This is an optimization exercise on Yosys and OpenROAD, whose aim is small area, a short achievable clock period and few clock cycles, not a production implementation. The RTL was checked by simulation tests, not by an equivalence proof against the original design. No activity file was given, so power comes from the tool's default toggle rates.

`flow/design.v`:
```
module ram(
input wire clock,
input wire reset,
input wire we,             
input wire [5:0] wa,       
input wire [31:0] wd,      
input wire ext_we,         
input wire [5:0] ra,       
output wire [31:0] rd,     
output wire rvalid,        
output wire wvalid         
);
reg [31:0] mem [0:63];
reg [63:0] valid;
always @(posedge clock) begin
    if (we) mem[wa] <= wd;
end
always @(posedge clock) begin
    if (reset) valid <= 64'b0;
    else if (ext_we) valid[wa] <= 1'b1;
end
assign rd = mem[ra];
assign rvalid = valid[ra];
assign wvalid = valid[wa];
endmodule
module alu(
input [31:0] aluA,
input [31:0] aluB,
input [15:0] valC,
input op_irm,
input op_add,
input op_sub,
input op_and,
output [31:0] valE
);
wire [31:0] sum = aluA + (op_sub ? ~aluB : aluB) + {31'b0, op_sub};
assign valE = op_irm ? {16'b0, valC} :
              (op_add | op_sub) ? sum :
              op_and ? (aluA & aluB) :
              (aluA ^ aluB);
endmodule
module regfile(
    input wire clock,
    input wire clr,
    input wire [5:0] we,        
    input wire [31:0] wd,
    input wire [5:0] selA,      
    input wire [5:0] selB,
    output wire [31:0] valA,
    output wire [31:0] valB,
    output reg [31:0] r0,
    output reg [31:0] r1,
    output reg [31:0] r2,
    output reg [31:0] r3,
    output reg [31:0] r4,
    output reg [31:0] r5
);
always @(posedge clock) begin
    if (clr) begin
        r0 <= 0; r1 <= 0; r2 <= 0; r3 <= 0; r4 <= 0; r5 <= 0;
    end
    else begin
        if (we[0]) r0 <= wd;
        if (we[1]) r1 <= wd;
        if (we[2]) r2 <= wd;
        if (we[3]) r3 <= wd;
        if (we[4]) r4 <= wd;
        if (we[5]) r5 <= wd;
    end
end
assign valA = ({32{selA[0]}} & r0) | ({32{selA[1]}} & r1) | ({32{selA[2]}} & r2) |
              ({32{selA[3]}} & r3) | ({32{selA[4]}} & r4) | ({32{selA[5]}} & r5);
assign valB = ({32{selB[0]}} & r0) | ({32{selB[1]}} & r1) | ({32{selB[2]}} & r2) |
              ({32{selB[3]}} & r3) | ({32{selB[4]}} & r4) | ({32{selB[5]}} & r5);
endmodule
module lsu #(parameter K = 4) (
input clock,
input clr,                  
input st_req,               
input [5:0] st_a,
input [31:0] st_d,
output st_stall,            
input drain_en,             
output drain_v,
output [5:0] drain_a,
output [31:0] drain_d,
input [5:0] ld_a,           
output ld_hit,
output [31:0] ld_d
);
reg [K-1:0] v;
reg [5:0] a [0:K-1];
reg [31:0] d [0:K-1];
wire [K-1:0] st_m, ld_m, free1, drn1;
genvar j;
generate for (j = 0; j < K; j = j + 1) begin : g
    assign st_m[j] = v[j] & (a[j] == st_a);
    assign ld_m[j] = v[j] & (a[j] == ld_a);
    if (j == 0) begin : f0
        assign free1[j] = ~v[j];
        assign drn1[j] = v[j];
    end else begin : fn
        assign free1[j] = ~v[j] & (&v[j-1:0]);
        assign drn1[j] = v[j] & ~(|v[j-1:0]);
    end
end endgenerate
wire any_m = |st_m;
wire [K-1:0] wr = {K{st_req}} & (any_m ? st_m : free1);
assign st_stall = st_req & ~any_m & (&v);
integer i;
always @(posedge clock) begin
    for (i = 0; i < K; i = i + 1) begin
        if (clr) v[i] <= 1'b0;
        else if (wr[i]) v[i] <= 1'b1;
        else if (drain_en & drn1[i]) v[i] <= 1'b0;
        if (wr[i]) begin
            a[i] <= st_a;
            d[i] <= st_d;
        end
    end
end
reg [5:0] da;
reg [31:0] dd, ldd;
always @(*) begin
    da = 6'b0; dd = 32'b0; ldd = 32'b0;
    for (i = 0; i < K; i = i + 1) begin
        da = da | ({6{drn1[i]}} & a[i]);
        dd = dd | ({32{drn1[i]}} & d[i]);
        ldd = ldd | ({32{ld_m[i]}} & d[i]);
    end
end
assign drain_v = |v;
assign drain_a = da;
assign drain_d = dd;
assign ld_hit = |ld_m;
assign ld_d = ldd;
endmodule
module processor(
    input wire clock,
    input wire reset,           
    input wire[8:0] addr,       
    input wire wEn,             
    input wire[31:0] wDat,      
    input wire working,
    output [31:0] r0,
    output [31:0] r1,
    output [31:0] r2,
    output [31:0] r3,
    output [31:0] r4,
    output [31:0] r5,
    output reg halted
);
    localparam SPEC = 1;        
    wire run_en = SPEC ? 1'b1 : working;
    reg [5:0] pc;
    reg restart;
    reg ir_v;
    reg op_irm, op_add, op_sub, op_and, op_xor, op_lw, op_sw, op_halt;
    reg [5:0] ra_oh, rb_oh;
    reg [15:0] valC;
    reg m_act;
    reg [5:0] lw_addr;
    reg [5:0] lw_dst;
    wire clr = reset | restart;
    wire ext_we = wEn & ~working;
    wire drain_v;
    wire [5:0] drain_a;
    wire [31:0] drain_d;
    wire mem_we = working ? (drain_v & ~restart) : wEn;
    wire [5:0] mem_wa = working ? drain_a : addr[5:0];
    wire [31:0] mem_wd = working ? drain_d : wDat;
    wire [5:0] mem_ra = m_act ? lw_addr : pc;
    wire [31:0] rd;
    wire rvalid, wvalid;
    ram inst_ram(
        .clock(clock), .reset(reset),
        .we(mem_we), .wa(mem_wa), .wd(mem_wd), .ext_we(ext_we),
        .ra(mem_ra), .rd(rd), .rvalid(rvalid), .wvalid(wvalid)
    );
    wire [31:0] valA, valB;
    wire [5:0] rf_we;
    wire [31:0] rf_wd;
    regfile inst_regfile(
        .clock(clock), .clr(clr), .we(rf_we), .wd(rf_wd),
        .selA(ra_oh), .selB(rb_oh), .valA(valA), .valB(valB),
        .r0(r0), .r1(r1), .r2(r2), .r3(r3), .r4(r4), .r5(r5)
    );
    wire [31:0] valE;
    alu inst_alu(
        .aluA(valA), .aluB(valB), .valC(valC),
        .op_irm(op_irm), .op_add(op_add), .op_sub(op_sub), .op_and(op_and),
        .valE(valE)
    );
    wire [5:0] ea = valB[5:0] + valC[5:0];      
    wire e_act = ir_v & ~m_act & run_en;
    wire st_stall;
    wire e_go = e_act & ~op_halt & ~st_stall;
    wire e_wb = op_irm | op_add | op_sub | op_and | op_xor;
    wire [5:0] e_dst = op_irm ? rb_oh : ra_oh;
    wire ld_hit;
    wire [31:0] ld_d;
    lsu #(.K(4)) inst_lsu(
        .clock(clock), .clr(clr),
        .st_req(e_act & op_sw), .st_a(ea), .st_d(valA), .st_stall(st_stall),
        .drain_en(working & ~restart), .drain_v(drain_v), .drain_a(drain_a), .drain_d(drain_d),
        .ld_a(lw_addr), .ld_hit(ld_hit), .ld_d(ld_d)
    );
    wire m_go = m_act & (ld_hit | rvalid | working);
    assign rf_we = m_act ? ({6{m_go}} & lw_dst) : ({6{e_go & e_wb}} & e_dst);
    assign rf_wd = m_act ? (ld_hit ? ld_d : rd) : valE;
    wire f_go = ~m_act & run_en & (~ir_v | e_go) & (rvalid | working);
    always @(posedge clock) begin
        if (clr) begin
            pc <= 6'd0;
            ir_v <= 1'b0;
            m_act <= 1'b0;
        end
        else begin
            if (f_go) begin
                pc <= pc + 6'd1;
                ir_v <= 1'b1;
            end
            else if (e_go)
                ir_v <= 1'b0;
            if (e_go & op_lw)
                m_act <= 1'b1;
            else if (m_go)
                m_act <= 1'b0;
        end
    end
    always @(posedge clock) begin
        if (f_go) begin
            op_irm  <= (rd[31:24] == 8'h10);
            op_add  <= (rd[31:24] == 8'h20);
            op_sub  <= (rd[31:24] == 8'h21);
            op_and  <= (rd[31:24] == 8'h32);
            op_xor  <= (rd[31:24] == 8'h33);
            op_lw   <= (rd[31:24] == 8'h40);
            op_sw   <= (rd[31:24] == 8'h41);
            op_halt <= (rd == 32'h0);
            ra_oh   <= 6'b1 << rd[23:20];
            rb_oh   <= 6'b1 << rd[19:16];
            valC    <= rd[15:0];
        end
        if (e_go & op_lw) begin
            lw_addr <= ea;
            lw_dst <= ra_oh;
        end
    end
    always @(posedge clock) begin
        if (reset) restart <= 1'b0;
        else restart <= ext_we & wvalid;
    end
    always @(posedge clock) begin
        if (reset) halted <= 1'b0;
        else if (working & ~restart & e_act & op_halt) halted <= 1'b1;
    end
endmodule
```
`flow/run.sh`:
```
#!/bin/bash
# synth_recipe.tcl (not shown) runs the flow's synth.tcl, then flattens the netlist and writes it again
# the make line also repeats each setting of config.mk as NAME=value (left out here)
make -C /OpenROAD-flow-scripts/flow DESIGN_CONFIG=/design/flow/config.mk WORK_HOME=/design/flow/orfs CLKGATE_MAP_FILE= SYNTH_SCRIPT=/design/flow/synth_recipe.tcl finish
```
`flow/config.mk`:
```
export PLATFORM = sky130hd
export DESIGN_NAME = processor
export DESIGN_NICKNAME = processor
export VERILOG_FILES = /design/flow/design.v
export SDC_FILE = /design/flow/constraint.sdc
export NUM_CORES = 4
export LEC_CHECK = 0
export CAP_MARGIN = 20
export CORE_MARGIN = 2
export CORE_UTILIZATION = 40
export SLEW_MARGIN = 20
```
`flow/constraint.sdc`:
```
create_clock -name core_clock -period 10.0 [get_ports {clock}]
set_input_delay 2.0000 -clock core_clock [delete_from_list [all_inputs] [get_ports {clock}]]
set_output_delay 2.0000 -clock core_clock [all_outputs]
set_load 0.01 [all_outputs]
```
==> results of run 1 <==
## worst min-delay path, cell delays in order, from the launching register on
cell and delay (ns):
dfxtp_1 0.32, nand2_1 0.06, a21oi_1 0.06
## metal layers
layer  up-vias  global-route usage  wire, um
met3       763             0.04684     38280
met2      4702              0.4148    173000
met1     39250              0.3599    149900
li1      33070                   -         -
met5         -                   0         0
met4         0              0.1002     14550
## cells in the mapped netlist, types with 37 or more instances
library cell  number
buf_1             45
xor2_1            58
and3_1            44
nor2b_1           50
nor2_1           520
a22oi_1          290
ha_1              71
o22ai_1          108
o21ai_0          210
edfxtp_1        2248
buf_4             75
o221ai_1          86
nand2_1         1350
xnor2_1           42
a221oi_1          67
nor4_1            37
clkbuf_1         244
a21oi_1          700
nor3_1           166
mux2i_1          329
inv_1             37
mux4_2            77
nand2b_1          41
buf_2            207
nand3_1          406
a211oi_1         161
a31oi_1           72
dfxtp_1          270
## report_power, final
part | internal (mW) | switching [mW] | total [mW] | leakage [nW]
registers | 11.8 | 0.235 | 12.1 | 22.6
clock network | 5.79 | 4.11 | 9.91 | 4.23
logic | 2.19 | 4.86 | 7.04 | 14.0
## registers in the layout, indices dropped and copies added (netlist names), 4 cells and up
name / count
inst_ram.mem: 2048
inst_lsu.d: 128
inst_ram.valid: 64
inst_regfile.r0: 32
inst_regfile.r1: 32
inst_regfile.r2: 32
inst_regfile.r3: 32
inst_regfile.r4: 32
inst_regfile.r5: 32
inst_lsu.a: 24
valC: 16
lw_addr: 6
lw_dst: 6
pc: 6
ra_oh: 6
rb_oh: 6
inst_lsu.v: 4
## cell families (layout without fill, tap and decap cells)
| family | after synthesis | count (layout) |
|---|---|---|
| other | 0 | 15 |
| flip-flops | 2518 | 2518 |
| AO/OA/AOI/OAI | 2039 | 2039 |
| multiplexers | 424 | 424 |
| buffers and inverters | 644 | 1031 |
| adder cells (fa/ha/maj) | 73 | 73 |
| AND/OR/NAND/NOR | 2767 | 2767 |
| XOR/XNOR | 104 | 104 |
## final cells by class
type | count | area share
timing repair buffer | 504 | 0.03665
tap | 3570 | 0.03587
inverter | 43 | 0.001296
clock buffer | 363 | 0.06155
sequential | 2518 | 0.5856
multi-input combinational | 5407 | 0.2710
antenna | 15 | 0.0003014
clock inverter | 121 | 0.007777
## stage by stage
step / util / total power [mW] / instance area (um2)
detailed placement: 0.4282 / 19.16 / 115800
floorplan: - / 16.71 / 108700
global route: 0.4602 / 29.92 / 124500
CTS: 0.4601 / 28.96 / 124500
global placement: 0.4281 / 19.07 / 115800
finish: 0.4603 / 29.04 / 124500
## final timing paths
path	to	cells past startpoint	slack (ns)	from
setup / recovery	op_halt	11	3.56	lw_addr[1]
hold / removal	ir_v	2	0.49	ir_v
setup reg to reg	op_halt	11	3.56	lw_addr[1]
hold reg to reg	ir_v	2	0.49	ir_v
==> flow_summary.rst, run 1 <==
.. list-table::
   :header-rows: 1

   * - Metric
     - Value
   * - Weighted congestion at the end of routability-driven global placement
     - 0.9357
   * - RSZ-0062 raised after global routing
     - false
   * - Final setup TNS
     - 0 ns
   * - Footprint of the multi-input gates
     - 33740 um2
   * - Drt via density
     - 6.202
   * - Leading area contributor after synthesis
     - edfxtp_1
   * - Number of buffers inserted by hold repair at cts
     - 0
   * - Most common library cell in the layout ignoring fill and taps
     - edfxtp_1
   * - Initial core utilization
     - 0.4019
   * - Commonest cells after routing, fill and taps aside
     - edfxtp_1 (2248), nand2_1 (1350), a21oi_1 (668)
   * - Primary FF master, synth
     - edfxtp_1
   * - Cell chain of the critical path
     - buf_4 -> mux2_8 -> buf_12 -> mux4_2 -> a2111oi_0 -> o32ai_1 -> a21oi_1 -> a21oi_1 -> nand2b_1 -> nor3_1 -> nor4bb_1
   * - Worst setup path category
     - reg2reg
   * - Filler-free cell count of the finished design
     - 12540
   * - Wirelength, routed
     - 375700 um
   * - Number of cells after detailed placement
     - 12040
   * - Path class of the lowest-slack min-delay path
     - reg2reg
   * - Post-synth design cell area
     - 108700 um2
   * - Syn_area_per_cell
     - 12.69 um2
   * - Number of placement rows
     - 191
   * - Synth-to-layout area growth
     - 14.53%
   * - XOR/XNOR share of the synthesized area
     - 0.008884
   * - Worst path most repeated cell
     - a21oi_1
   * - Cell at the root of the clock tree
     - clkbuf_16
   * - Yosys warning total
     - 6
   * - Largest net degree at the start of global routing
     - 140
   * - Stage delay of the slowest cell on the critical path
     - 0.68 ns
   * - Net Count, Synth
     - 8687
   * - Clock network latency to the later pin of the worst-skew pair
     - 0.96 ns
   * - Required time reported for the critical path endpoint
     - 10.65 ns
   * - Storage element area
     - 72920 um2
   * - Top-area cell type share of the netlist area
     - 0.6208
   * - Flop and latch count out of synthesis
     - 2518
   * - Period Utilization, post-route
     - 0.6437
   * - Arrival time at the worst endpoint
     - 7.08 ns
   * - Detail Route Antenna Nets
     - 0
   * - Overflow after GRT
     - 0
   * - DRC viols
     - 0
   * - Static leakage
     - 40.88 nW
   * - Proportion of layout cells with a drive suffix above 1
     - 0.1027
   * - Via Count
     - 77780
   * - Max Cap Viol
     - 0
   * - Power per cell area
     - 233.2 nW/um2
   * - Port buffer count
     - 234
   * - Max-slew violations
     - 0
   * - Number of filler instances in the final layout
     - 23780
   * - Least setup slack across all paths after layout
     - 3.563 ns
   * - Fraction of the mapped netlist area in adder cells
     - 0.008538
   * - Master of the slowest instance on the critical path
     - buf_4
   * - Clock period minus worst slack
     - 6.437 ns
   * - Setup Fix Bufs, Post-CTS
     - 0
   * - Clock tree from TritonCTS
     - done
   * - Worst-path fanout max
     - 139
   * - Number of levels the H-tree was split into
     - 5
   * - Fraction of the yosys area taken by sequential cells
     - 0.6705
   * - Setup slack at placement
     - 3.780 ns
   * - Category of the worst setup path capture point
     - register
   * - Result of the run
     - no timing/DRC/antenna violations
   * - Overall global routing resource usage
     - 0.2624
   * - Worst Skew
     - 0.09100 ns
   * - Chip height
     - 525.4 um
   * - CP Launch Type
     - register
   * - Area fraction in compound gates after synthesis
     - 0.1234
   * - Combinational family with the most area after synthesis
     - compound AO/OA/AOI/OAI gates
   * - Vias in the first global route
     - 72750
   * - Multiplexer area fraction after synthesis
     - 0.04851
   * - Count of different cell masters after synthesis
     - 103
   * - Highest achievable clock rate
     - 155.3 MHz
   * - Count of flip-flops with a built-in enable after synthesis
     - 2248
   * - Post-cts gate resize count
     - 0
   * - Crit path max-delay family
     - compound AO/OA/AOI/OAI gates
   * - Basic-gate share of the synthesized area counting and, or, nand and nor cells
     - 0.1107
   * - Peak ir drop on the vdd network
     - 162.6 uV
   * - Max Buffers Root-to-Sink
     - 4
   * - Total CTS buffers
     - 285
   * - CP bufs+invs
     - 2
   * - Count of TritonRoute iterations in the first routing pass
     - 8
   * - Tightest Pin Transition
     - 1.194 ns
   * - First-pass GRT wire length
     - 530300 um
   * - Fraction of registers with async set/reset
     - 0
   * - Hold Slack
     - 0.4863 ns
   * - Register clock-pin slew on the reported worst setup and hold paths
     - 0.06 ns
   * - Post-DP HPWL
     - 217600 um
   * - Die X
     - 525.4 um
   * - Area of the core region
     - 270500 um2
   * - Floorplan die area
     - 276000 um2
   * - Number of antenna violations at the first check in global routing
     - 12
   * - Num Clock Sinks
     - 2518
   * - Top area cells in the synthesized netlist
     - edfxtp_1 (62%), dfxtp_1 (5.0%), nand2_1 (4.7%)
   * - Normalized max-slew margin
     - 0.1991
   * - Number of primary I/O pins
     - 238
   * - Post-synthesis instance total
     - 8569
   * - Number of nets in the layout
     - 8877
   * - Number of setup violations in the final report
     - 0
   * - First-iteration detailed-routing DRC count
     - 10950
   * - Final Hold Vio Count
     - 0
   * - Wire per inst
     - 29.96 um
Testbench counts, summed over its fixed seeds: cycles 11,518.
==> run 2: changes to the inputs <==
--- a/flow/design.v
+++ b/flow/design.v
@@ -11,17 +11,17 @@
 output wire wvalid         
 );
 reg [31:0] mem [0:63];
-reg [63:0] valid;
+reg [6:0] hw;
 always @(posedge clock) begin
     if (we) mem[wa] <= wd;
 end
 always @(posedge clock) begin
-    if (reset) valid <= 64'b0;
-    else if (ext_we) valid[wa] <= 1'b1;
+    if (reset) hw <= 7'd0;
+    else if (ext_we & ({1'b0, wa} == hw)) hw <= hw + 7'd1;
 end
 assign rd = mem[ra];
-assign rvalid = valid[ra];
-assign wvalid = valid[wa];
+assign rvalid = {1'b0, ra} < hw;
+assign wvalid = {1'b0, wa} < hw;
 endmodule
 module alu(
 input [31:0] aluA,
--- a/flow/config.mk
+++ b/flow/config.mk
@@ -5,7 +5,9 @@
 export SDC_FILE = /design/flow/constraint.sdc
 export NUM_CORES = 4
 export LEC_CHECK = 0
+export ABC_CLOCK_PERIOD_IN_PS = 3500
 export CAP_MARGIN = 20
 export CORE_MARGIN = 2
-export CORE_UTILIZATION = 40
+export CORE_UTILIZATION = 50
+export SETUP_SLACK_MARGIN = 5
 export SLEW_MARGIN = 20
==> run 2 against run 1 <==
Clock power is 5.9% lower; core utilization rose by 12 points; combinational power up 48%; flip-flop and latch count is 57 lower; sequential power about the same; synthesized cell count shrank 8.1%; critical path depth increased by 3.
==> flow_summary.rst, run 2 <==
.. list-table::
   :header-rows: 1

   * - Metric
     - Value
   * - Overall global routing resource usage
     - 0.3365 (+0.07414)
   * - Origin of the critical flop-to-flop path
     - pc[1]
   * - Number of placement rows
     - 167 (-13%)
   * - Storage element area
     - 71780 um2 (-1.6%)
   * - Primary FF master, synth
     - edfxtp_1
   * - Hold Crit Start
     - inst_regfile.r4[13]
   * - Arrival time at the worst endpoint
     - 5.86 ns (-1.22 ns)
   * - Clock network latency to the later pin of the worst-skew pair
     - 0.94 ns (-0.02 ns)
   * - Highest achievable clock rate
     - 198.1 MHz (+28%)
   * - Pint
     - 20.62 mW (+4.0%)
   * - Area of the core region
     - 207500 um2 (-23%)
   * - Overflow after GRT
     - 0 (unchanged)
   * - Net Sw Frac
     - 0.3533 (+0.03631)
   * - Worst Skew
     - 0.05777 ns (-0.03323 ns)
   * - Fraction of the yosys area taken by sequential cells
     - 0.6865 (+0.01593)
   * - Worst-path fanout max
     - 38 (-73%)
   * - Count of flip-flops with a built-in enable after synthesis
     - 2248 (unchanged)
   * - Clock period minus worst slack
     - 5.047 ns (-1.391 ns)
   * - Die X
     - 461.3 um (-12%)
   * - Cell with the most instances after synthesis
     - edfxtp_1
   * - Clock tree from TritonCTS
     - done
   * - Normalized max-slew margin
     - 0.07626 (-0.1229)
   * - Logic gate share of total power
     - 0.327 (+0.084)
   * - Via Count
     - 73700 (-5.2%)
   * - Net Count, Synth
     - 7998 (-7.9%)
   * - First-iteration detailed-routing DRC count
     - 10700 (-2.3%)
   * - Final Total Pwr
     - 31.89 mW (+9.8%)
   * - Top area cells in the synthesized netlist
     - edfxtp_1 (65%), dfxtp_1 (4.1%), nand2_1 (4.0%)
   * - Wire per inst
     - 32.81 um (+9.5%)
   * - Biggest registers after layout
     - inst_ram.mem: 2048 flops, inst_lsu.d: 128 flops
   * - Largest net degree at the start of global routing
     - 111 (-21%)
   * - Biggest register
     - inst_ram.mem
   * - Post-synthesis instance total
     - 7871 (-8.1%)
   * - List of most frequent post-synthesis cells
     - edfxtp_1 (2248), nand2_1 (1105), a21oi_1 (610)
   * - Port buffer count
     - 234 (unchanged)
   * - Final setup TNS
     - 0 ns (unchanged)
   * - Max Cap Viol
     - 0 (unchanged)
   * - Wirelength, routed
     - 366400 um (-2.5%)
   * - Num Clock Sinks
     - 2461 (-2.3%)
   * - Required time reported for the critical path endpoint
     - 10.81 ns (+0.16 ns)
   * - Detail Route Antenna Nets
     - 0 (unchanged)
   * - Synth-to-layout area growth
     - 15.91%
   * - Footprint of the multi-input gates
     - 31770 um2 (-5.8%)
   * - Register clock-pin slew on the reported worst setup and hold paths
     - 0.06 ns (about the same)
   * - Share of total power in sequential cells
     - 0.380 (-0.036)
   * - Number of antenna violations at the first check in global routing
     - 12 (unchanged)
   * - Fraction of registers with async set/reset
     - 0 (unchanged)
   * - Vias in the first global route
     - 68930 (-5.3%)
   * - Worst Hold Path Cells
     - 2 (unchanged)
   * - Initial core utilization
     - 0.5039 (+0.1019)
   * - Most common library cell in the layout ignoring fill and taps
     - edfxtp_1
   * - Cell at the root of the clock tree
     - clkbuf_16
   * - Yosys warning total
     - 6 (unchanged)
   * - CP Launch Type
     - register
   * - Final Hold Vio Count
     - 0 (unchanged)
   * - Chip height
     - 461.3 um (-12%)
   * - Number of primary I/O pins
     - 238 (unchanged)
   * - Drt via density
     - 6.600 (+6.4%)
   * - Power per cell area
     - 263.1 nW/um2 (+13%)
   * - Weighted congestion at the end of routability-driven global placement
     - 0.9177 (-1.9%)
   * - Clock network power share
     - 0.293 (-0.048)
   * - Global route hottest layer
     - met2
   * - Proportion of layout cells with a drive suffix above 1
     - 0.1236 (+0.02090)
   * - Worst setup path category
     - reg2reg
   * - Count of TritonRoute iterations in the first routing pass
     - 7 (-1)
   * - Worst reg2reg path endpoint
     - inst_regfile.r2[12]
   * - Post-DP HPWL
     - 205800 um (-5.4%)
   * - End point of the worst hold path
     - inst_regfile.r4[13]
   * - Static leakage
     - 40.11 nW (-1.9%)
   * - DRC viols
     - 0 (unchanged)
   * - Number of filler instances in the final layout
     - 16280 (-32%)
   * - Period Utilization, post-route
     - 0.5047 (-0.1391)
   * - Total CTS buffers
     - 277 (-2.8%)
   * - Post-synth design cell area
     - 104500 um2 (-3.8%)
   * - Count of different cell masters after synthesis
     - 90 (-13%)
   * - Number of nets in the layout
     - 8316 (-6.3%)
   * - Max Buffers Root-to-Sink
     - 4 (unchanged)
   * - Tightest Pin Transition
     - 1.351 ns (+0.1565 ns)
   * - Number of setup violations in the final report
     - 0 (unchanged)
   * - Fraction of met3 tracks used by global routing
     - 0.05896 (+0.01212)
   * - Flop and latch count out of synthesis
     - 2461 (-2.3%)
   * - Peak ir drop on the vdd network
     - 205.1 uV (+26%)
   * - Max-slew violations
     - 0 (unchanged)
   * - Sw power
     - 11.27 mW (+22%)
   * - RSZ-0062 raised after global routing
     - true
   * - Leading area contributor after synthesis
     - edfxtp_1
   * - Global-route track usage on met1
     - 0.4689 (+0.1090)
   * - R2R Setup Slk
     - 4.95 ns (+1.39 ns)
   * - Commonest cells after routing, fill and taps aside
     - edfxtp_1 (2248), nand2_1 (1102), a21oi_1 (560)
   * - Syn_area_per_cell
     - 13.28 um2 (+4.7%)
   * - Result of the run
     - no timing/DRC/antenna violations
   * - Met2 track utilization from global routing
     - 0.5166 (+0.1018)
   * - Largest register FFs
     - 2048 (unchanged)
   * - Number of buffers inserted by hold repair at cts
     - 0 (unchanged)
   * - Path depth of the worst reg2reg path
     - 14 (+3)
   * - Top-area cell type share of the netlist area
     - 0.6457 (+0.02485)
   * - Number of levels the H-tree was split into
     - 5 (unchanged)
   * - Floorplan die area
     - 212800 um2 (-23%)
   * - First-pass GRT wire length
     - 511100 um (-3.6%)
   * - Category of the worst setup path capture point
     - register
   * - Path class of the lowest-slack min-delay path
     - reg2reg
## run 2: cell count changes after synthesis, moves of 19 or more
cell / before / now
a211oi_1: 161 / 112
a21oi_1: 700 / 610
buf_1: 45 / 71
buf_2: 207 / 114
buf_4: 75 / 26
clkbuf_1: 244 / 328
dfxtp_1: 270 / 213
mux4_2: 77 / 102
nand2_1: 1350 / 1105
nand2b_1: 41 / 67
nand3_1: 406 / 376
nor2_1: 520 / 425
o221ai_1: 86 / 105
o22ai_1: 108 / 66
## run 2: layout make-up
cell class	instances	share of cell area
repair buffers	587	0.04818
multi-input cells	4806	0.2622
clock buffers	353	0.06114
diodes	7	0.0001445
inverters	56	0.002003
well taps	2788	0.02879
flip-flops and latches	2461	0.5923
clock inverters	109	0.005286
## run 2: cell families after synthesis
| family | share of synthesized area |
|---|---|
| AOI/OAI and AO/OA | 0.1180 |
| xor gates and xnor gates | 0.01012 |
| adders and majority gates | 0.009957 |
| buffers and inverters | 0.02489 |
| DFF | 0.6865 |
| muxes | 0.05467 |
| and+or+nand+nor | 0.09589 |
## run 2: per-stage QoR
step	hold slack, ns	std cells	instance area, um2	utilization	setup WS [ns]
after floorplan	0.4244	7871	104700	-	4.991
after global placement	0.4575	10620	111500	0.5372	3.762
after CTS	0.4851	11130	120600	0.5811	4.961
after global routing	0.5152	11160	121200	0.5840	4.939
final	0.4886	11170	121200	0.5841	4.953
after detailed placement	0.4714	10630	111500	0.5373	3.663
## run 2: what timing repair did
action | in CTS | in global routing
pin swaps | 14 | 16
cloned | 10 | 7
setup buffers | 29 | 26
hold endpoints to repair | 0 | 0
endpoints found under the setup margin | 866 | 826
gates resized for setup | 117 | 63
## run 2: critical path: stages, from the launching register on
cell and delay, ns:
dfxtp_2 0.46, buf_6 0.27, nor3b_1 0.70, nor2_4 0.19, clkbuf_16 0.33, o22ai_1 0.32, o22ai_1 0.10, a2111oi_0 1.18
a32oi_2 0.24, buf_4 0.24, buf_4 0.14, a211oi_1 0.22, buf_4 0.23, nor2_1 0.07, nor3_1 0.13
## run 2: worst max-delay path by stage
stage	from	to	slack [ns]	depth (start not counted)
3_3_place_gp	working	inst_ram.mem[42][1]	3.76	7
6_report	pc[1]	inst_regfile.r2[12]	4.95	14
3_5_place_dp	working	inst_ram.mem[42][21]	3.66	7
2_1_floorplan	working	inst_ram.mem[11][0]	4.99	6
4_1_cts	inst_lsu.v[1]	inst_ram.mem[1][23]	4.96	10
5_1_grt	rb_oh[1]	inst_regfile.r5[0]	4.94	22
## run 2: routing by layer
| layer | part of all wire | vias up | routed length, um |
|---|---|---|---|
| li1 | - | 30950 | - |
| met1 | 0.39 | 37190 | 141100 |
| met3 | 0.11 | 871 | 39210 |
| met4 | 0.054 | 2 | 19620 |
| met5 | 0.000035 | - | 13 |
| met2 | 0.45 | 4691 | 166400 |
## run 2: power by group through the flow
stage               Sequential (mW)  Combinational, mW  Clock (mW)
floorplan                      12.3               5.97           0
global placement               12.3               9.41           0
detailed placement             12.3               9.52           0
CTS                            12.1               9.98        9.40
global route                   12.1               11.0        9.79
finish                         12.1               10.4        9.33
Testbench counts of run 2, summed over its fixed seeds: cycles 11,518.
==> run 3: changes to the inputs <==
--- a/flow/design.v
+++ b/flow/design.v
@@ -8,7 +8,8 @@
 input wire [5:0] ra,       
 output wire [31:0] rd,     
 output wire rvalid,        
-output wire wvalid         
+output wire wvalid,        
+output wire wnext          
 );
 reg [31:0] mem [0:63];
 reg [6:0] hw;
@@ -17,11 +18,20 @@
 end
 always @(posedge clock) begin
     if (reset) hw <= 7'd0;
-    else if (ext_we & ({1'b0, wa} == hw)) hw <= hw + 7'd1;
-end
-assign rd = mem[ra];
+    else if (ext_we & wnext) hw <= hw + 7'd1;
+end
+wire [63:0] wl = 64'b1 << ra;
+reg [31:0] rdo;
+integer i;
+always @(*) begin
+    rdo = 32'b0;
+    for (i = 0; i < 64; i = i + 1)
+        rdo = rdo | ({32{wl[i]}} & mem[i]);
+end
+assign rd = rdo;
 assign rvalid = {1'b0, ra} < hw;
 assign wvalid = {1'b0, wa} < hw;
+assign wnext = {1'b0, wa} == hw;
 endmodule
 module alu(
 input [31:0] aluA,
@@ -153,7 +163,9 @@
     localparam SPEC = 1;        
     wire run_en = SPEC ? 1'b1 : working;
     reg [5:0] pc;
-    reg restart;
+    reg wr_v, wr_ext;
+    reg [5:0] wr_a;
+    reg [31:0] wr_d;
     reg ir_v;
     reg op_irm, op_add, op_sub, op_and, op_xor, op_lw, op_sw, op_halt;
     reg [5:0] ra_oh, rb_oh;
@@ -161,22 +173,29 @@
     reg m_act;
     reg [5:0] lw_addr;
     reg [5:0] lw_dst;
-    wire clr = reset | restart;
-    wire ext_we = wEn & ~working;
     wire drain_v;
     wire [5:0] drain_a;
     wire [31:0] drain_d;
-    wire mem_we = working ? (drain_v & ~restart) : wEn;
-    wire [5:0] mem_wa = working ? drain_a : addr[5:0];
-    wire [31:0] mem_wd = working ? drain_d : wDat;
     wire [5:0] mem_ra = m_act ? lw_addr : pc;
     wire [31:0] rd;
-    wire rvalid, wvalid;
+    wire rvalid, wvalid, wnext;
     ram inst_ram(
         .clock(clock), .reset(reset),
-        .we(mem_we), .wa(mem_wa), .wd(mem_wd), .ext_we(ext_we),
-        .ra(mem_ra), .rd(rd), .rvalid(rvalid), .wvalid(wvalid)
-    );
+        .we(wr_v), .wa(wr_a), .wd(wr_d), .ext_we(wr_v & wr_ext),
+        .ra(mem_ra), .rd(rd), .rvalid(rvalid), .wvalid(wvalid), .wnext(wnext)
+    );
+    wire restart = wr_v & wr_ext & wvalid;
+    wire clr = reset | restart;
+    wire wr_hit_ld = wr_v & (wr_a == lw_addr);
+    wire wr_hit_pc = wr_v & (wr_a == pc);
+    always @(posedge clock) begin
+        if (reset) wr_v <= 1'b0;
+        else if (~working) wr_v <= wEn;
+        else wr_v <= drain_v & ~restart;
+        wr_ext <= ~working;
+        wr_a <= working ? drain_a : addr[5:0];
+        wr_d <= working ? drain_d : wDat;
+    end
     wire [31:0] valA, valB;
     wire [5:0] rf_we;
     wire [31:0] rf_wd;
@@ -205,10 +224,11 @@
         .drain_en(working & ~restart), .drain_v(drain_v), .drain_a(drain_a), .drain_d(drain_d),
         .ld_a(lw_addr), .ld_hit(ld_hit), .ld_d(ld_d)
     );
-    wire m_go = m_act & (ld_hit | rvalid | working);
+    wire wr_ok = wr_hit_ld & (~wr_ext | wnext | working);
+    wire m_go = m_act & (ld_hit | wr_ok | (rvalid & ~wr_hit_ld) | working);
     assign rf_we = m_act ? ({6{m_go}} & lw_dst) : ({6{e_go & e_wb}} & e_dst);
-    assign rf_wd = m_act ? (ld_hit ? ld_d : rd) : valE;
-    wire f_go = ~m_act & run_en & (~ir_v | e_go) & (rvalid | working);
+    assign rf_wd = m_act ? (ld_hit ? ld_d : wr_hit_ld ? wr_d : rd) : valE;
+    wire f_go = ~m_act & run_en & (~ir_v | e_go) & (rvalid | working) & ~wr_hit_pc;
     always @(posedge clock) begin
         if (clr) begin
             pc <= 6'd0;
@@ -248,10 +268,6 @@
         end
     end
     always @(posedge clock) begin
-        if (reset) restart <= 1'b0;
-        else restart <= ext_we & wvalid;
-    end
-    always @(posedge clock) begin
         if (reset) halted <= 1'b0;
         else if (working & ~restart & e_act & op_halt) halted <= 1'b1;
     end
--- a/flow/config.mk
+++ b/flow/config.mk
@@ -9,5 +9,7 @@
 export CAP_MARGIN = 20
 export CORE_MARGIN = 2
 export CORE_UTILIZATION = 50
+export CTS_CLUSTER_DIAMETER = 80
+export CTS_CLUSTER_SIZE = 30
 export SETUP_SLACK_MARGIN = 5
 export SLEW_MARGIN = 20
==> run 3 against run 2 <==
Combinational power is 31% lower; clock skew grew 0.0023 ns; core utilization down 2.3 points; worst hold slack improved by 0.0033 ns; power decreased by 20%; routed wire length up 26%; die area is 3.9% lower; synthesized area is 3.9% lower; worst setup slack worse by 0.20 ns; non-clock buffer count is 18 higher; count of clock-buffer cells in the layout fell by 225.
==> flow_summary.rst, run 3 <==
.. list-table::
   :header-rows: 1

   * - Metric
     - Value
   * - Result of the run
     - no timing/DRC/antenna violations
   * - Static leakage
     - 35.57 nW (-11%)
   * - Commonest cells after routing, fill and taps aside
     - edfxtp_1 (2248), a22oi_1 (510), a22o_1 (363)
   * - Area of the core region
     - 199700 um2 (-3.8%)
   * - Number of placement rows
     - 164 (-1.8%)
   * - Share of total power in sequential cells
     - 0.478 (+0.098)
   * - Detail Route Antenna Nets
     - 0 (unchanged)
   * - Combinational family with the most area after synthesis
     - compound AO/OA/AOI/OAI gates
   * - Overflow after GRT
     - 0 (unchanged)
   * - Number of levels the H-tree was split into
     - 3 (-2)
   * - Proportion of layout cells with a drive suffix above 1
     - 0.1157 (-0.007959)
   * - Power per cell area
     - 229.1 nW/um2 (-13%)
   * - Chip height
     - 452.2 um (-2.0%)
   * - RSZ-0062 raised after global routing
     - true
   * - List of most frequent post-synthesis cells
     - edfxtp_1 (2248), a22oi_1 (510), a22o_1 (363)
   * - First-iteration detailed-routing DRC count
     - 15990 (+49%)
   * - Area fraction in compound gates after synthesis
     - 0.1661 (+0.04812)
   * - Category of the worst setup path capture point
     - register
   * - Number of cells after detailed placement
     - 9345 (-12%)
   * - Normalized max-slew margin
     - 0.1380 (+0.06173)
   * - Leading area contributor after synthesis
     - edfxtp_1
   * - Post-synthesis instance total
     - 6627 (-16%)
   * - Basic-gate share of the synthesized area counting and, or, nand and nor cells
     - 0.06011 (-0.03577)
   * - Max-slew violations
     - 0 (unchanged)
   * - Path class of the lowest-slack min-delay path
     - reg2reg
   * - Number of nets in the layout
     - 6964 (-16%)
   * - Count of different cell masters after synthesis
     - 98 (+8.9%)
   * - Net Count, Synth
     - 6754 (-16%)
   * - Cell with the most instances after synthesis
     - edfxtp_1
   * - DRC viols
     - 0 (unchanged)
   * - Worst Skew
     - 0.06003 ns (+0.002265 ns)
   * - Fraction of the yosys area taken by sequential cells
     - 0.7222 (+0.03577)
   * - Weighted congestion at the end of routability-driven global placement
     - 0.9538 (+3.9%)
   * - Syn_area_per_cell
     - 15.16 um2 (+14%)
   * - Die X
     - 452.2 um (-2.0%)
   * - First-pass GRT wire length
     - 605800 um (+19%)
   * - Largest register FFs
     - 2048 (unchanged)
   * - Synth-to-layout area growth
     - 11.44%
   * - Number of buffers inserted by hold repair at cts
     - 0 (unchanged)
   * - Vias in the first global route
     - 66530 (-3.5%)
   * - Top-area cell type share of the netlist area
     - 0.6720 (+0.02633)
   * - Wire per inst
     - 47.96 um (+46%)
   * - Clock network power share
     - 0.243 (-0.050)
   * - XOR/XNOR share of the synthesized area
     - 0.01100 (+0.0008738)
   * - Top area cells in the synthesized netlist
     - edfxtp_1 (67%), dfxtp_1 (5.0%), a22oi_1 (3.8%)
   * - Storage element area
     - 72600 um2 (+1.1%)
   * - Clock tree from TritonCTS
     - done
   * - Tightest Pin Transition
     - 1.290 ns (-0.06072 ns)
   * - Count of TritonRoute iterations in the first routing pass
     - 22 (+15)
   * - Primary FF master, synth
     - edfxtp_1
   * - Biggest registers after layout
     - inst_ram.mem: 2048 flops, inst_lsu.d: 128 flops
   * - Worst setup path category
     - reg2reg
   * - Pint
     - 16.50 mW (-20%)
   * - Multiplexer area fraction after synthesis
     - 0.005094 (-0.04957)
   * - Yosys warning total
     - 6 (unchanged)
   * - Arrival time at the worst endpoint
     - 5.99 ns (+0.13 ns)
   * - Number of antenna violations at the first check in global routing
     - 22 (+10)
   * - Post-synth design cell area
     - 100500 um2 (-3.9%)
   * - Floorplan die area
     - 204500 um2 (-3.9%)
   * - Fraction of registers with async set/reset
     - 0 (unchanged)
   * - Max Buffers Root-to-Sink
     - 3 (-1)
   * - Overall global routing resource usage
     - 0.4402 (+0.1036)
   * - Sw power
     - 9.148 mW (-19%)
   * - Largest net degree at the start of global routing
     - 86 (-23%)
   * - Highest achievable clock rate
     - 190.4 MHz (-3.9%)
   * - Count of flip-flops with a built-in enable after synthesis
     - 2248 (unchanged)
   * - Number of filler instances in the final layout
     - 15780 (-3.1%)
   * - Path depth of the worst reg2reg path
     - 11 (-3)
   * - Port buffer count
     - 234 (unchanged)
   * - Post-DP HPWL
     - 258500 um (+26%)
   * - Filler-free cell count of the finished design
     - 9594 (-14%)
   * - Total CTS buffers
     - 118 (-57%)
   * - Max Cap Viol
     - 0 (unchanged)
   * - Final setup TNS
     - 0 ns (unchanged)
   * - Number of primary I/O pins
     - 238 (unchanged)
   * - Most common library cell in the layout ignoring fill and taps
     - edfxtp_1
   * - Period Utilization, post-route
     - 0.5251 (+0.02041)
   * - Worst-path fanout max
     - 13 (-66%)
   * - Clock period minus worst slack
     - 5.251 ns (+0.2041 ns)
   * - Required time reported for the critical path endpoint
     - 10.73 ns (-0.08 ns)
   * - Design Area, Final
     - 111900 um2 (-7.6%)
   * - Logic gate share of total power
     - 0.279 (-0.048)
   * - Register clock-pin slew on the reported worst setup and hold paths
     - 0.12 ns (+0.06 ns)
   * - Cell at the root of the clock tree
     - clkbuf_16
   * - Via Count
     - 74440 (+1.0%)
   * - Initial core utilization
     - 0.5031 (-0.0007538)
   * - Wirelength, routed
     - 460100 um (+26%)
   * - Number of setup violations in the final report
     - 0 (unchanged)
   * - Clock network latency to the later pin of the worst-skew pair
     - 0.89 ns (-0.05 ns)
   * - Hold Slack
     - 0.4919 ns (+0.003294 ns)
   * - Fraction of the mapped netlist area in adder cells
     - 0.01036 (+0.0004061)
   * - CP Launch Type
     - register
   * - Peak ir drop on the vdd network
     - 191.6 uV (-6.5%)
   * - Footprint of the multi-input gates
     - 26370 um2 (-17%)
   * - Biggest register
     - inst_ram.mem
   * - Drt via density
     - 7.759 (+18%)
   * - Worst Hold Path Cells
     - 2 (unchanged)
   * - Net Sw Frac
     - 0.3566 (+0.003302)
   * - Flop and latch count out of synthesis
     - 2500 (+1.6%)
   * - Num Clock Sinks
     - 2500 (+1.6%)
   * - Cell area after placement
     - 107100 um2 (-4.0%)
   * - Final Hold Vio Count
     - 0 (unchanged)
-- run 3: metrics by stage --
stage	util	setup slack [ns]	power (mW)
after floorplan	-	5.024	15.86
after global placement	0.5359	3.775	18.98
after detailed placement	0.5362	3.800	19.04
after CTS	0.5595	4.916	25.18
after global routing	0.5605	4.898	26.09
final	0.5607	4.749	25.65
-- run 3: worst paths after layout --
kind / from / end / slack (ns)
worst max register to register: lw_addr[0] / op_halt / 4.75
worst min register to register: inst_ram.hw[5] / inst_ram.hw[5] / 0.49
worst min-delay path: inst_ram.hw[5] / inst_ram.hw[5] / 0.49
worst max-delay path: lw_addr[0] / op_halt / 4.75
-- run 3: cell type report --
type                            instances  share of cell area
Antenna cell                           13           0.0002906
Tap cell                             2656             0.02969
Clock buffer                          128             0.02709
Inverter                               37            0.001252
Multi-Input combinational cell       3575              0.2355
Timing Repair Buffer                  605             0.04776
Clock inverter                         80            0.009847
Sequential cell                      2500              0.6485
-- run 3: cell families (layout without fill, tap and decap cells) --
logic type / count (synthesis) / count (layout)
multiplexers: 50 / 50
XOR/XNOR: 113 / 113
adder cells (fa/ha/maj): 82 / 82
other: 0 / 13
flip-flops: 2500 / 2500
AO/OA/AOI/OAI: 2193 / 2193
AND/OR/NAND/NOR: 1135 / 1137
buffers and inverters: 554 / 850
-- run 3: routing by layer --
metal	up-vias	track usage	wire length, um
li1	27900	-	-
met1	37530	0.5557	151800
met3	1763	0.1348	69640
met4	24	0.3111	42100
met2	7230	0.6474	196300
met5	-	0.006063	270
-- run 3: worst max-delay path: stages, from the launching register on --
cell,delay (ns)
edfxtp_1,0.67
buf_4,0.32
and3_1,0.46
o22ai_2,0.56
a21oi_1,0.17
a2111oi_0,0.66
nand4_1,0.16
and4b_1,0.69
nand2_1,0.27
or4_1,0.62
nor4_1,0.31
buf_4,0.21
-- run 3: power by group through the flow --
stage	logic (mW)	registers (mW)	clock network, mW
2_1_floorplan	3.36	12.5	0
3_3_place_gp	6.48	12.5	0
3_5_place_dp	6.54	12.5	0
4_1_cts	6.77	12.2	6.19
5_1_grt	7.28	12.3	6.54
6_report	7.15	12.3	6.24
-- run 3: repair_timing --
item	4_1_cts	5_1_grt
gates cloned	2	0
setup buffers	24	1
pin swaps	5	1
gates resized for setup	67	35
endpoints found under the setup margin	418	363
Testbench counts of run 3, summed over its fixed seeds: cycles 11,518.
==> run 4: changes to the inputs <==
--- a/flow/design.v
+++ b/flow/design.v
@@ -6,6 +6,7 @@
 input wire [31:0] wd,      
 input wire ext_we,         
 input wire [5:0] ra,       
+input wire [63:0] rsel,    
 output wire [31:0] rd,     
 output wire rvalid,        
 output wire wvalid,        
@@ -20,7 +21,7 @@
     if (reset) hw <= 7'd0;
     else if (ext_we & wnext) hw <= hw + 7'd1;
 end
-wire [63:0] wl = 64'b1 << ra;
+wire [63:0] wl = rsel;
 reg [31:0] rdo;
 integer i;
 always @(*) begin
@@ -177,12 +178,13 @@
     wire [5:0] drain_a;
     wire [31:0] drain_d;
     wire [5:0] mem_ra = m_act ? lw_addr : pc;
+    reg [63:0] rsel;            
     wire [31:0] rd;
     wire rvalid, wvalid, wnext;
     ram inst_ram(
         .clock(clock), .reset(reset),
         .we(wr_v), .wa(wr_a), .wd(wr_d), .ext_we(wr_v & wr_ext),
-        .ra(mem_ra), .rd(rd), .rvalid(rvalid), .wvalid(wvalid), .wnext(wnext)
+        .ra(mem_ra), .rsel(rsel), .rd(rd), .rvalid(rvalid), .wvalid(wvalid), .wnext(wnext)
     );
     wire restart = wr_v & wr_ext & wvalid;
     wire clr = reset | restart;
@@ -248,6 +250,8 @@
                 m_act <= 1'b0;
         end
     end
+    wire [63:0] dec_pc = 64'b1 << pc;
+    wire [63:0] dec_ea = 64'b1 << ea;
     always @(posedge clock) begin
         if (f_go) begin
             op_irm  <= (rd[31:24] == 8'h10);
@@ -262,6 +266,11 @@
             rb_oh   <= 6'b1 << rd[19:16];
             valC    <= rd[15:0];
         end
+        if (clr) rsel <= 64'b1;
+        else if (e_go & op_lw) rsel <= dec_ea;
+        else if (m_act & ~m_go) rsel <= rsel;
+        else if (f_go) rsel <= {dec_pc[62:0], dec_pc[63]};
+        else rsel <= dec_pc;
         if (e_go & op_lw) begin
             lw_addr <= ea;
             lw_dst <= ra_oh;
==> flow/flow/run.sh (new file) <==
#!/bin/bash
# Own flow: the standard layout (standard.sh, ORFS unchanged, standard synthesis),
# with a larger setup-slack target for ORFS's timing repair and clock tree
# synthesis without dummy loads. Each run's full output goes to a log file here.
set -euo pipefail
bash standard.sh \
  SETUP_SLACK_MARGIN=6.3 \
  "CTS_ARGS=-sink_clustering_enable -repair_clock_nets -sink_clustering_size 30 -sink_clustering_max_diameter 80 -dont_use_dummy_load" \
  finish > flow_finish.log 2>&1
==> flow/standard.sh (new file) <==
#!/bin/bash
# synth_recipe.tcl (not shown) runs the flow's synth.tcl, then flattens the netlist and writes it again
# the make line also repeats each setting of config.mk as NAME=value (left out here)
make -C /OpenROAD-flow-scripts/flow DESIGN_CONFIG=/design/flow/config.mk WORK_HOME=/design/flow/orfs CLKGATE_MAP_FILE= SYNTH_SCRIPT=/design/flow/synth_recipe.tcl "${@:-finish}"
--- a/flow/config.mk
+++ b/flow/config.mk
@@ -8,8 +8,7 @@
 export ABC_CLOCK_PERIOD_IN_PS = 3500
 export CAP_MARGIN = 20
 export CORE_MARGIN = 2
-export CORE_UTILIZATION = 50
+export CORE_UTILIZATION = 40
 export CTS_CLUSTER_DIAMETER = 80
 export CTS_CLUSTER_SIZE = 30
-export SETUP_SLACK_MARGIN = 5
 export SLEW_MARGIN = 20
removed: flow/run.sh
==> run 4 against run 3 <==
First-iteration DRC count decreased by 8.0%; cell count increased by 5.3%; critical path depth increased by 7; clock skew increased by 0.089 ns; sequential power increased by 8%; critical endpoint is now inst_regfile.r5[20]; largest power group unchanged; highest routed layer unchanged.
==> flow_summary.rst, run 4 <==
.. list-table::
   :header-rows: 1

   * - Metric
     - Value
   * - Max Cap Viol
     - 0 (unchanged)
   * - Fraction of the yosys area taken by sequential cells
     - 0.7376 (+0.01539)
   * - Drt via density
     - 7.313 (-5.8%)
   * - Floorplan die area
     - 254200 um2 (+24%)
   * - Net Sw Frac
     - 0.3740 (+0.01732)
   * - Stage delay of the slowest cell on the critical path
     - 0.48 ns (-0.21 ns)
   * - Top-area cell type share of the netlist area
     - 0.6744 (+0.002411)
   * - Tightest Pin Transition
     - 1.290 ns (-0.00002576 ns)
   * - DR top layer
     - met5
   * - Max-slew violations
     - 0 (unchanged)
   * - Worst setup path category
     - reg2reg
   * - Final Hold Vio Count
     - 0 (unchanged)
   * - Chip height
     - 504.2 um (+11%)
   * - Footprint of the multi-input gates
     - 27200 um2 (+3.2%)
   * - DRC viols
     - 0 (unchanged)
   * - Overall global routing resource usage
     - 0.3413 (-0.09887)
   * - Logic gate share of total power
     - 0.367 (+0.088)
   * - First-iteration detailed-routing DRC count
     - 14700 (-8.0%)
   * - Source of the critical timing path
     - rb_oh[1]
   * - Flop and latch count out of synthesis
     - 2564 (+2.6%)
   * - Clock network latency to the later pin of the worst-skew pair
     - 0.89 ns (about the same)
   * - Destination of the critical timing path
     - inst_regfile.r5[20]
   * - Share of total power in sequential cells
     - 0.453 (-0.025)
   * - Net Count, Synth
     - 6549 (-3.0%)
   * - First-pass GRT wire length
     - 594800 um (-1.8%)
   * - List of most frequent post-synthesis cells
     - edfxtp_1 (2248), a221oi_1 (570), a22o_1 (529)
   * - Count of TritonRoute iterations in the first routing pass
     - 7 (-68%)
   * - Storage element area
     - 74190 um2 (+2.2%)
   * - Number of nets in the layout
     - 6890 (-1.1%)
   * - Cell depth of the worst setup path
     - 18 (+7)
   * - Post-synth design cell area
     - 100100 um2 (-0.36%)
   * - Result of the run
     - no timing/DRC/antenna violations
   * - CP bufs+invs
     - 7 (+5)
   * - Most common library cell in the layout ignoring fill and taps
     - edfxtp_1
   * - Power per cell area
     - 254.2 nW/um2 (+11%)
   * - Worst path most repeated cell
     - buf_4
   * - Die X
     - 504.2 um (+11%)
   * - Number of placement rows
     - 183 (+12%)
   * - Metal1 wirelength
     - 151900 um (about the same)
   * - Vias in the first global route
     - 66420 (-0.17%)
   * - Post-DP HPWL
     - 240200 um (-7.1%)
   * - Primary FF master, synth
     - edfxtp_1
   * - Met3 wirelength from detailed routing
     - 71030 um (+2.0%)
   * - Post-synthesis instance total
     - 6417 (-3.2%)
   * - Clock network power share
     - 0.180 (-0.063)
   * - Met2 layer wire length in the routed design
     - 193100 um (-1.6%)
   * - Overflow after GRT
     - 0 (unchanged)
   * - Static leakage
     - 37.64 nW (+5.8%)
   * - Final setup TNS
     - 0 ns (unchanged)
   * - Max Buffers Root-to-Sink
     - 3 (unchanged)
   * - Clock tree from TritonCTS
     - done
   * - Worst Hold Path Cells
     - 2 (unchanged)
   * - Worst-path fanout max
     - 15 (+2)
   * - Peak ir drop on the vdd network
     - 215.8 uV (+13%)
   * - Required time reported for the critical path endpoint
     - 10.60 ns (-0.13 ns)
   * - Arrival time at the worst endpoint
     - 5.18 ns (-0.81 ns)
   * - Clock period minus worst slack
     - 4.575 ns (-0.6764 ns)
   * - Biggest register
     - inst_ram.mem
   * - Origin of the critical flop-to-flop path
     - rb_oh[1]
   * - Syn_area_per_cell
     - 15.60 um2 (+2.9%)
   * - Number of buffers inserted by hold repair at cts
     - 0 (unchanged)
   * - Highest achievable clock rate
     - 218.6 MHz (+15%)
   * - Pint
     - 18.42 mW (+12%)
   * - Normalized max-slew margin
     - 0.1334 (-0.004559)
   * - Post-Route Utilization
     - 0.4655 (-0.09520)
   * - Worst Skew
     - 0.1488 ns (+0.08877 ns)
   * - RSZ-0062 raised after global routing
     - true
   * - Biggest registers after layout
     - inst_ram.mem: 2048 flops, inst_lsu.d: 128 flops, rsel: 64 flops
   * - Path class of the lowest-slack min-delay path
     - reg2reg
   * - Path depth of the worst reg2reg path
     - 18 (+7)
   * - Hold Crit Start
     - inst_ram.hw[5]
   * - Largest net degree at the start of global routing
     - 92 (+7.0%)
   * - Sw power
     - 11.00 mW (+20%)
   * - Count of different cell masters after synthesis
     - 85 (-13%)
   * - Yosys warning total
     - 6 (unchanged)
   * - Weighted congestion at the end of routability-driven global placement
     - 0.9244 (-3.1%)
   * - Master of the slowest instance on the critical path
     - xnor3_2
   * - CP Launch Type
     - register
   * - Leading area contributor after synthesis
     - edfxtp_1
   * - Synth-to-layout area growth
     - 15.64%
   * - Number of filler instances in the final layout
     - 21240 (+35%)
   * - Number of antenna violations at the first check in global routing
     - 17 (-23%)
   * - R2R Setup Slk
     - 5.43 ns (+0.68 ns)
   * - Register clock-pin slew on the reported worst setup and hold paths
     - 0.09 ns (-0.03 ns)
   * - Largest register FFs
     - 2048 (unchanged)
   * - Area of the core region
     - 248700 um2 (+25%)
   * - Number of cells after detailed placement
     - 9740 (+4.2%)
   * - Number of levels the H-tree was split into
     - 3 (unchanged)
   * - Top area cells in the synthesized netlist
     - edfxtp_1 (67%), dfxtp_1 (6.3%), a221oi_1 (5.0%)
   * - Cell with the most instances after synthesis
     - edfxtp_1
   * - Cell chain of the critical path
     - buf_12 -> buf_4 -> a22oi_1 -> nand3_4 -> buf_12 -> ha_4 -> o2bb2ai_4 -> xnor3_2 -> nor3_4 -> a2111oi_4 -> a22oi_4 -> buf_4 -> buf_12 -> buf_4 -> buf_4 -> o21a_4 -> nor3_1 -> a211oi_1
   * - Period Utilization, post-route
     - 0.4575 (-0.06764)
   * - Filler-free cell count of the finished design
     - 10100 (+5.3%)
   * - Number of setup violations in the final report
     - 0 (unchanged)
   * - Num Clock Sinks
     - 2564 (+2.6%)
   * - Proportion of layout cells with a drive suffix above 1
     - 0.1792 (+0.06358)
   * - Number of primary I/O pins
     - 238 (unchanged)
   * - Port buffer count
     - 234 (unchanged)
   * - Via Count
     - 73860 (-0.78%)
   * - Fraction of registers with async set/reset
     - 0 (unchanged)
   * - Category of the worst setup path capture point
     - register
   * - Count of flip-flops with a built-in enable after synthesis
     - 2248 (unchanged)
   * - Wire per inst
     - 44.65 um (-6.9%)
   * - Detail Route Antenna Nets
     - 0 (unchanged)
   * - Commonest cells after routing, fill and taps aside
     - edfxtp_1 (2248), a221oi_1 (564), a22o_1 (529)
   * - Total CTS buffers
     - 114 (-3.4%)
   * - Cell at the root of the clock tree
     - clkbuf_16
   * - Initial core utilization
     - 0.4025 (-0.1006)
   * - Crit path max-delay family
     - compound AO/OA/AOI/OAI gates
   * - Worst reg2reg path endpoint
     - inst_regfile.r5[20]
   * - Wirelength, routed
     - 450900 um (-2.0%)
[run 4: how the worst min path moves through the flow]
stage / to
floorplan: lw_dst[0]
finish: inst_ram.hw[5]
CTS: inst_ram.hw[5]
detailed placement: inst_ram.hw[5]
global placement: inst_ram.hw[5]
global route: ir_v
[run 4: cell families after synthesis]
group / count (synthesis) / synth area share
flip-flops: 2564 / 0.7376
AO/OA/AOI/OAI: 2035 / 0.1591
AND/OR/NAND/NOR: 1032 / 0.05319
buffers and inverters: 505 / 0.01955
XOR/XNOR: 118 / 0.01150
adder cells (fa/ha/maj): 87 / 0.01103
multiplexers: 76 / 0.008038
[run 4: power groups by stage]
stage	combinational [mW]	clock [mW]	sequential [mW]
finish	10.8	5.28	13.3
detailed placement	8.24	0	13.5
global placement	8.18	0	13.4
global route	11.1	5.56	13.4
floorplan	4.89	0	13.2
CTS	10.1	5.25	13.3
[run 4: timing repair]
action	CTS	global route
gates cloned	45	1
resized for setup	798	75
setup buffers	167	17
endpoints found under the setup margin	707	502
pin swaps	109	17
[run 4: cell type report]
type | count | share of cell area
inverter | 43 | 0.001903
multi-input combinational | 3364 | 0.2350
tap | 3330 | 0.03600
clock buffer | 114 | 0.02465
sequential | 2564 | 0.6410
timing repair inverter | 7 | 0.0009405
antenna | 14 | 0.0003027
timing repair buffer | 664 | 0.06023
[run 4: metal layers]
| layer | vias to the layer above | global-route usage |
|---|---|---|
| li1 | 27270 | - |
| met1 | 37480 | 0.4391 |
| met2 | 7363 | 0.5084 |
| met3 | 1747 | 0.1051 |
| met4 | 4 | 0.2009 |
| met5 | - | 0.0003754 |
[run 4: through the flow]
stage | area, um2 | total power [mW] | hold WS (ns) | worst slack [ns]
after global routing | 115700 | 30.03 | 0.5162 | 5.322
final | 115700 | 29.43 | 0.4996 | 5.425
after detailed placement | 107400 | 21.70 | 0.4815 | 3.933
after CTS | 115000 | 28.66 | 0.4984 | 5.684
after floorplan | 100400 | 18.13 | 0.4244 | 5.954
after global placement | 107400 | 21.62 | 0.4842 | 4.033
[run 4: worst register-to-register path, delay by kind of cell (launching register included)]
kind / cells / cell delay, ns
flops: 1 / 0.45
buf+inv: 7 / 1.14
simple gates: 3 / 0.54
compound gates: 6 / 1.41
xor+xnor: 1 / 0.49
fa+ha+maj: 1 / 0.33
Testbench counts of run 4, summed over its fixed seeds: cycles 11,518.
==> run 5: changes to the inputs <==
--- a/flow/design.v
+++ b/flow/design.v
@@ -102,42 +102,46 @@
 reg [K-1:0] v;
 reg [5:0] a [0:K-1];
 reg [31:0] d [0:K-1];
-wire [K-1:0] st_m, ld_m, free1, drn1;
+assign st_stall = st_req & v[K-1];
+wire st_go = st_req & ~v[K-1];
+wire [K-1:0] drn1 = v & ~{1'b0, v[K-1:1]};
+wire [K-1:0] drained = {K{drain_en}} & drn1;
+wire [K-1:0] v_dr = v & ~drained;
+integer i;
+always @(posedge clock) begin
+    if (clr) v <= {K{1'b0}};
+    else if (st_go) v <= {v_dr[K-2:0], 1'b1};
+    else v <= v_dr;
+    if (st_go) begin
+        a[0] <= st_a;
+        d[0] <= st_d;
+        for (i = 1; i < K; i = i + 1) begin
+            a[i] <= a[i-1];
+            d[i] <= d[i-1];
+        end
+    end
+end
+wire [K-1:0] ld_m;
 genvar j;
 generate for (j = 0; j < K; j = j + 1) begin : g
-    assign st_m[j] = v[j] & (a[j] == st_a);
     assign ld_m[j] = v[j] & (a[j] == ld_a);
-    if (j == 0) begin : f0
-        assign free1[j] = ~v[j];
-        assign drn1[j] = v[j];
-    end else begin : fn
-        assign free1[j] = ~v[j] & (&v[j-1:0]);
-        assign drn1[j] = v[j] & ~(|v[j-1:0]);
-    end
 end endgenerate
-wire any_m = |st_m;
-wire [K-1:0] wr = {K{st_req}} & (any_m ? st_m : free1);
-assign st_stall = st_req & ~any_m & (&v);
-integer i;
-always @(posedge clock) begin
-    for (i = 0; i < K; i = i + 1) begin
-        if (clr) v[i] <= 1'b0;
-        else if (wr[i]) v[i] <= 1'b1;
-        else if (drain_en & drn1[i]) v[i] <= 1'b0;
-        if (wr[i]) begin
-            a[i] <= st_a;
-            d[i] <= st_d;
-        end
-    end
-end
 reg [5:0] da;
 reg [31:0] dd, ldd;
+reg found;
+integer k;
 always @(*) begin
-    da = 6'b0; dd = 32'b0; ldd = 32'b0;
-    for (i = 0; i < K; i = i + 1) begin
-        da = da | ({6{drn1[i]}} & a[i]);
-        dd = dd | ({32{drn1[i]}} & d[i]);
-        ldd = ldd | ({32{ld_m[i]}} & d[i]);
+    da = 6'b0; dd = 32'b0;
+    for (k = 0; k < K; k = k + 1) begin
+        da = da | ({6{drn1[k]}} & a[k]);
+        dd = dd | ({32{drn1[k]}} & d[k]);
+    end
+    ldd = 32'b0; found = 1'b0;
+    for (k = 0; k < K; k = k + 1) begin
+        if (ld_m[k] & ~found) begin
+            ldd = d[k];
+            found = 1'b1;
+        end
     end
 end
 assign drain_v = |v;
@@ -187,7 +191,12 @@
         .ra(mem_ra), .rsel(rsel), .rd(rd), .rvalid(rvalid), .wvalid(wvalid), .wnext(wnext)
     );
     wire restart = wr_v & wr_ext & wvalid;
-    wire clr = reset | restart;
+    reg reset_r, working_r;
+    always @(posedge clock) begin
+        reset_r <= reset;
+        working_r <= working & ~reset;
+    end
+    wire clr = reset_r | restart;
     wire wr_hit_ld = wr_v & (wr_a == lw_addr);
     wire wr_hit_pc = wr_v & (wr_a == pc);
     always @(posedge clock) begin
@@ -226,11 +235,12 @@
         .drain_en(working & ~restart), .drain_v(drain_v), .drain_a(drain_a), .drain_d(drain_d),
         .ld_a(lw_addr), .ld_hit(ld_hit), .ld_d(ld_d)
     );
-    wire wr_ok = wr_hit_ld & (~wr_ext | wnext | working);
-    wire m_go = m_act & (ld_hit | wr_ok | (rvalid & ~wr_hit_ld) | working);
+    wire wr_ok = wr_hit_ld & (~wr_ext | wnext | working_r);
+    wire m_go = m_act & (ld_hit | wr_ok | (rvalid & ~wr_hit_ld) | working_r);
     assign rf_we = m_act ? ({6{m_go}} & lw_dst) : ({6{e_go & e_wb}} & e_dst);
     assign rf_wd = m_act ? (ld_hit ? ld_d : wr_hit_ld ? wr_d : rd) : valE;
-    wire f_go = ~m_act & run_en & (~ir_v | e_go) & (rvalid | working) & ~wr_hit_pc;
+    wire f_halt;
+    wire f_go = ~m_act & run_en & (~ir_v | e_go) & (rvalid | working_r) & ~wr_hit_pc;
     always @(posedge clock) begin
         if (clr) begin
             pc <= 6'd0;
@@ -250,6 +260,7 @@
                 m_act <= 1'b0;
         end
     end
+    assign f_halt = f_go & (rd == 32'h0) & (~ir_v | ~op_lw);
     wire [63:0] dec_pc = 64'b1 << pc;
     wire [63:0] dec_ea = 64'b1 << ea;
     always @(posedge clock) begin
@@ -278,6 +289,6 @@
     end
     always @(posedge clock) begin
         if (reset) halted <= 1'b0;
-        else if (working & ~restart & e_act & op_halt) halted <= 1'b1;
-    end
-endmodule
+        else if (working & ~restart & ~reset_r & ((e_act & op_halt) | f_halt)) halted <= 1'b1;
+    end
+endmodule
--- a/flow/flow/run.sh
+++ b/flow/flow/run.sh
@@ -4,6 +4,6 @@
 # synthesis without dummy loads. Each run's full output goes to a log file here.
 set -euo pipefail
 bash standard.sh \
-  SETUP_SLACK_MARGIN=6.3 \
+  SETUP_SLACK_MARGIN=6.5 \
   "CTS_ARGS=-sink_clustering_enable -repair_clock_nets -sink_clustering_size 30 -sink_clustering_max_diameter 80 -dont_use_dummy_load" \
   finish > flow_finish.log 2>&1
==> run 5 against run 4 <==
Still clean; global-route usage shrank 1.1 points; count of clock-buffer cells in the layout grew 6; register-to-register slack gained 0.55 ns; combinational power grew 5%; synthesized area shrank 0.71%; flip-flop and latch count grew 2; fmax grew 14%; critical endpoint is now inst_regfile.r1[25]; largest cell class unchanged.
==> flow_summary.rst, run 5 <==
.. list-table::
   :header-rows: 1

   * - Metric
     - Value
   * - Cell with the most instances after synthesis
     - edfxtp_1
   * - Flop and latch count out of synthesis
     - 2566 (+0.078%)
   * - Source of the critical timing path
     - rb_oh[4]
   * - Fraction of met3 tracks used by global routing
     - 0.1051 (about the same)
   * - Final Hold Vio Count
     - 0 (unchanged)
   * - Design Area, Final
     - 116200 um2 (+0.36%)
   * - Wirelength, routed
     - 438800 um (-2.7%)
   * - Clock network latency to the later pin of the worst-skew pair
     - 0.88 ns (about the same)
   * - Worst-path fanout max
     - 6 (-9)
   * - DRC viols
     - 0 (unchanged)
   * - Syn_area_per_cell
     - 15.79 um2 (+1.2%)
   * - List of most frequent post-synthesis cells
     - edfxtp_1 (2248), a221oi_1 (511), a22o_1 (509)
   * - Required time reported for the critical path endpoint
     - 10.69 ns (+0.09 ns)
   * - Fraction of registers with async set/reset
     - 0 (unchanged)
   * - Cell area after placement
     - 106500 um2 (-0.87%)
   * - CP Launch Type
     - register
   * - Footprint of the multi-input gates
     - 26910 um2 (-1.1%)
   * - Storage element area
     - 74350 um2 (+0.21%)
   * - Count of flip-flops with a built-in enable after synthesis
     - 2248 (unchanged)
   * - Worst setup path category
     - reg2reg
   * - Global route hottest layer
     - met2
   * - Met2 track utilization from global routing
     - 0.4932 (-0.01524)
   * - Area of the core region
     - 246400 um2 (-0.91%)
   * - Result of the run
     - no timing/DRC/antenna violations
   * - Number of placement rows
     - 182 (-0.55%)
   * - Count of different cell masters after synthesis
     - 91 (+7.1%)
   * - Biggest register
     - inst_ram.mem
   * - Destination of the critical timing path
     - inst_regfile.r1[25]
   * - Largest net degree at the start of global routing
     - 135 (+47%)
   * - Proportion of layout cells with a drive suffix above 1
     - 0.2266 (+0.04735)
   * - Max Buffers Root-to-Sink
     - 3 (unchanged)
   * - Top-area cell type share of the netlist area
     - 0.6793 (+0.004823)
   * - Chip height
     - 502.5 um (-0.35%)
   * - R2R Setup Slk
     - 5.98 ns (+0.55 ns)
==> run 5: changes by cell type after synthesis, sizes merged, moves of 30 or more <==
cell    delta
nor3     -185
o21ai    +144
clkbuf   -117
buf       +95
nor2      +63
a221oi    -57
o31ai     -55
nand2     +50
a31oi     +46
nand3     -45
a21oi     -38
o211a     +30
==> run 5: how the worst min path moves through the flow <==
stage                                  from                 to  cells past startpoint  slack, ns
after global placement     inst_lsu.d[2][6]   inst_lsu.d[3][6]                      0       0.46
after CTS                 inst_lsu.d[0][14]  inst_lsu.d[1][14]                      0       0.43
final                     inst_lsu.d[0][14]  inst_lsu.d[1][14]                      0       0.41
after global routing      inst_lsu.d[2][23]  inst_lsu.d[3][23]                      0       0.44
after floorplan                    ra_oh[2]          lw_dst[2]                      0       0.42
after detailed placement  inst_lsu.d[1][17]  inst_lsu.d[2][17]                      0       0.47
==> run 5: logic make-up (layout without fill, tap and decap cells) <==
logic type      Yosys count  in the layout  share of synthesized area
compound gates         2116           2116                     0.1639
other cells               0             13                          0
buf+inv                 475            878                    0.02106
fa+ha+maj                87             87                    0.01110
simple gates            865            868                    0.04330
mux                      79             79                   0.008058
flops                  2566           2566                     0.7433
xor+xnor                105            105                   0.009254
==> run 5: area by class of cell <==
cell class	count	area share
inverters	35	0.001196
repair buffers	723	0.06533
diodes	13	0.0002800
clock buffers	120	0.02585
flip-flops and latches	2566	0.6400
well taps	3312	0.03567
multi-input cells	3255	0.2317
==> run 5: critical path, delay by kind of cell (launching register included) <==
family,cells,cell delay (ns)
adder cells (fa/ha/maj),1,0.35
flip-flops,1,0.50
AND/OR/NAND/NOR,3,0.68
buffers and inverters,7,1.00
XOR/XNOR,2,0.28
AO/OA/AOI/OAI,7,1.07
==> run 5: where the power goes <==
group,switching [mW],internal (mW)
Combinational,7.15,4.12
Sequential,0.762,12.5
Clock,3.30,2.13
==> run 5: metrics by stage <==
stage	std cells	hold slack (ns)	utilization	total power, mW
floorplan	6293	0.4206	-	17.74
global placement	9628	0.4567	0.4317	21.33
detailed placement	9632	0.4695	0.4320	21.42
CTS	9891	0.4330	0.4587	28.44
global route	10010	0.4382	0.4713	30.62
finish	10020	0.4066	0.4715	30.00
==> run 5: per-layer routing <==
metal | up-vias | routed length [um]
li1 | 26740 | -
met1 | 36370 | 148900
met2 | 7007 | 185600
met3 | 1585 | 70780
met4 | 20 | 33430
met5 | - | 135
==> run 5: timing repair <==
| item | in CTS | in global routing |
|---|---|---|
| gates cloned | 5 | 12 |
| pin swaps | 171 | 190 |
| setup endpoints to repair | 737 | 428 |
| setup buffers | 134 | 105 |
| resized for setup | 1135 | 474 |
Testbench counts of run 5, summed over its fixed seeds: cycles 11,458.

Check on run 5: ideal ports give 5.976 ns setup slack; a clkbuf_16 on the clock port and buf_2 on the inputs give 5.976 ns; moving port delays by the midpoint clock arrival (0.921 ns) as well gives 5.976 ns.
